What follows belongs to an exercise in optimizing a design on an open flow for small area; a production flow would make more cautious choices.
The RTL was checked by simulation tests, not by an equivalence proof against the original design.
The flow treats the clock pin as an ideal source, which a real chip does not have.
No activity file was given, so power comes from the tool's default toggle rates.

==> module paritygen, before the edit <==
module paritygen(ip, clk, clr, parity);
	input ip, clk, clr;
	output reg parity;
	always @(posedge clk)
		parity <= !clr & (parity ^ ip);
endmodule
==> module UART_Tx, before the edit <==
module UART_Tx(TransmittedSerialData,DoneTx,DataIn,CLK_Baudin,RstTx,NewData,Flag_in);
	localparam size = 32;
	input [size-1:0] DataIn;
	input CLK_Baudin, RstTx, NewData;
	input Flag_in;
	output TransmittedSerialData;
	output reg DoneTx;
	localparam [5:0] ST_IDLE  = 6'd0;
	localparam [5:0] ST_FIRST = 6'd1;    
	reg [5:0] counter;
	reg [36:0] ring;
	wire idle = (counter[3:0] == 4'b0000);
	wire pend = (counter[3:0] == 4'b1000);
	wire last = ({counter[5], counter[2:0]} == 4'b0100);
	wire inj  = ({counter[5:3], counter[0]} == 4'b1001);
	wire load = idle & NewData;
	wire Parity;
	paritygen parity1(.ip(ring[1]), .clk(CLK_Baudin), .clr(idle | pend), .parity(Parity));
	always @(posedge CLK_Baudin or posedge RstTx) begin
		if (RstTx) begin
			counter <= ST_IDLE;
			DoneTx <= 1'b0;
		end else begin
			if (load | pend)
				counter <= ST_FIRST;
			else if (last & !Flag_in)
				counter <= ST_IDLE;
			else
				counter <= {counter[4:0], counter[5] ^ counter[0]};
			if (load)
				DoneTx <= 1'b0;
			else if (last)
				DoneTx <= !Flag_in;
		end
	end
	always @(posedge CLK_Baudin) begin
		ring[36]    <= load | ring[0];
		ring[35:34] <= ring[36:35];
		ring[33:2]  <= load ? DataIn : ring[34:3];
		ring[1]     <= load ? 1'b0 : inj ? Parity : ring[2];
		ring[0]     <= load ? 1'b1 : inj ? Parity : ring[1];
	end
	assign TransmittedSerialData = ring[0] | idle;
endmodule
Settings: LEC_CHECK=0, CAP_MARGIN=20, CORE_MARGIN=2, CORE_UTILIZATION=40, PLACE_DENSITY=0.6, SLEW_MARGIN=20; clock period 5.0 ns.
standard.sh (not shown) runs the stock make flow with config.mk's settings and CLKGATE_MAP_FILE= SYNTH_SCRIPT=/design/flow/synth_recipe.tcl, a recipe that flattens the netlist after the stock synthesis.
==> flow/flow/run.sh <==
#!/bin/bash
# The standard ORFS layout (the standard.sh, standard synthesis included),
# with the capture muxes swapped for a22o cells and the rest of the logic
# remapped for area by OpenROAD's restructure (flow/pre_floorplan.tcl,
# flow/post_floorplan.tcl),
# smaller port buffers, cells sized down after placement, and a small
# hand-built two-level clock tree (flow/pre_cts.tcl). Each ORFS step logs to
# orfs/logs/; make's own output goes to flow_make.log.
set -euo pipefail
python3 flow/filt_lib.py "$FLOW_HOME/platforms/sky130hd/lib/sky130_fd_sc_hd__tt_025C_1v80.lib" \
  "$PWD/rmp.lib" > filt_lib.log 2>&1
bash standard.sh \
  "RMP_LIB=$PWD/rmp.lib" \
  "BUFFER_PORTS_ARGS=-buffer_cell sky130_fd_sc_hd__buf_1" \
  "POST_RESIZE_TCL=$PWD/flow/post_resize.tcl" \
  "PRE_FLOORPLAN_TCL=$PWD/flow/pre_floorplan.tcl" \
  "POST_FLOORPLAN_TCL=$PWD/flow/post_floorplan.tcl" \
  "PRE_CTS_TCL=$PWD/flow/pre_cts.tcl" \
  "CTS_ARGS=-clk_nets clk -sink_clustering_enable -dont_use_dummy_load -buf_list sky130_fd_sc_hd__clkbuf_8" \
  finish > flow_make.log 2>&1
Other scripts of this flow, unchanged in this note and not shown: flow/flow/filt_lib.py, flow/flow/mtree.tcl, flow/flow/post_floorplan.tcl, flow/flow/post_resize.tcl, flow/flow/pre_cts.tcl, flow/flow/pre_floorplan.tcl
Then changed:
--- a/flow/design.v
+++ b/flow/design.v
@@ -1,8 +1,15 @@
-module paritygen(ip, clk, clr, parity);
-	input ip, clk, clr;
+module paritygen(ip, clk, rst, clr, hold, set, setval, parity);
+	input ip, clk, rst, clr, hold, set, setval;
 	output reg parity;
-	always @(posedge clk)
-		parity <= !clr & (parity ^ ip);
+	always @(posedge clk or posedge rst)
+		if (rst)
+			parity <= 1'b0;
+		else if (clr)
+			parity <= 1'b0;
+		else if (set)
+			parity <= setval;
+		else if (!hold)
+			parity <= parity ^ ip;
 endmodule
 module UART_Tx(TransmittedSerialData,DoneTx,DataIn,CLK_Baudin,RstTx,NewData,Flag_in);
 	localparam size = 32;
@@ -10,7 +17,7 @@
 	input CLK_Baudin, RstTx, NewData;
 	input Flag_in;
 	output TransmittedSerialData;
-	output reg DoneTx;
+	output DoneTx;
 	localparam [5:0] ST_IDLE  = 6'd0;
 	localparam [5:0] ST_FIRST = 6'd1;    
 	reg [5:0] counter;
@@ -21,23 +28,17 @@
 	wire inj  = ({counter[5:3], counter[0]} == 4'b1001);
 	wire load = idle & NewData;
 	wire Parity;
-	paritygen parity1(.ip(ring[1]), .clk(CLK_Baudin), .clr(idle | pend), .parity(Parity));
+	paritygen parity1(.ip(ring[1]), .clk(CLK_Baudin), .rst(RstTx), .clr(load | pend),
+	                  .hold(idle), .set(last), .setval(!Flag_in), .parity(Parity));
 	always @(posedge CLK_Baudin or posedge RstTx) begin
-		if (RstTx) begin
+		if (RstTx)
 			counter <= ST_IDLE;
-			DoneTx <= 1'b0;
-		end else begin
-			if (load | pend)
-				counter <= ST_FIRST;
-			else if (last & !Flag_in)
-				counter <= ST_IDLE;
-			else
-				counter <= {counter[4:0], counter[5] ^ counter[0]};
-			if (load)
-				DoneTx <= 1'b0;
-			else if (last)
-				DoneTx <= !Flag_in;
-		end
+		else if (load | pend)
+			counter <= ST_FIRST;
+		else if (last & !Flag_in)
+			counter <= ST_IDLE;
+		else
+			counter <= {counter[4:0], counter[5] ^ counter[0]};
 	end
 	always @(posedge CLK_Baudin) begin
 		ring[36]    <= load | ring[0];
@@ -47,6 +48,7 @@
 		ring[0]     <= load ? 1'b1 : inj ? Parity : ring[1];
 	end
 	assign TransmittedSerialData = ring[0] | idle;
+	assign DoneTx = idle & Parity;
 endmodule
 module UART_Rx(DataOut, DoneRx, SerialInputData, CLK_Baudin, RstRx, Flag_Rx, DoneTx);
 	parameter size = 32;
=> Clock power fell by about 2%. Maximum frequency rose by 2.4%. Worst setup slack improves by 0.070 ns. Via count fell by 1.2%. First-iteration DRC count rose by 1.5%. Die area is about the same. Final area fell by 0.58%. Sequential power rose by 14%. Routed wire length rose by 0.56%. Worst hold slack stays flat. Final cell count rose by 2.2%.

-- what the ideal ports hide --
Ports are ideal in the flow. The routed layouts listed here were re-timed in OpenROAD.
Step 1 sets driving cells, clkbuf_16 on the clock port and buf_2 on the other inputs (assumed; they add their load-dependent delay and slew).
Step 2 adds t to the input delays and takes it off the output delays; t is the mean of the earliest and latest rising clock arrival at the registers after step 1. Input paths then give back, and output paths get back, about the clock's delay inside the block.
Three values: no drivers, after step 1, after step 2; two values: the first two.
| run | t, ns | setup WS [ns] | worst setup path after step 2 | clock arrival spread, ns | cell pins on the clock port's net |
|---|---|---|---|---|---|
| the first run | 0.486 | 2.065 / 2.039 / 2.096 | input to register | 0.010 / 0.009 | 1 |
| the second run | 0.513 | 2.135 / 2.109 / 2.124 | input to register | 0.017 / 0.016 | 1 |
After both steps setup and hold are still met in every run listed. The setup slack of the second run, which loses most, moves by -0.026 ns with the drivers and by -0.011 ns with both steps.
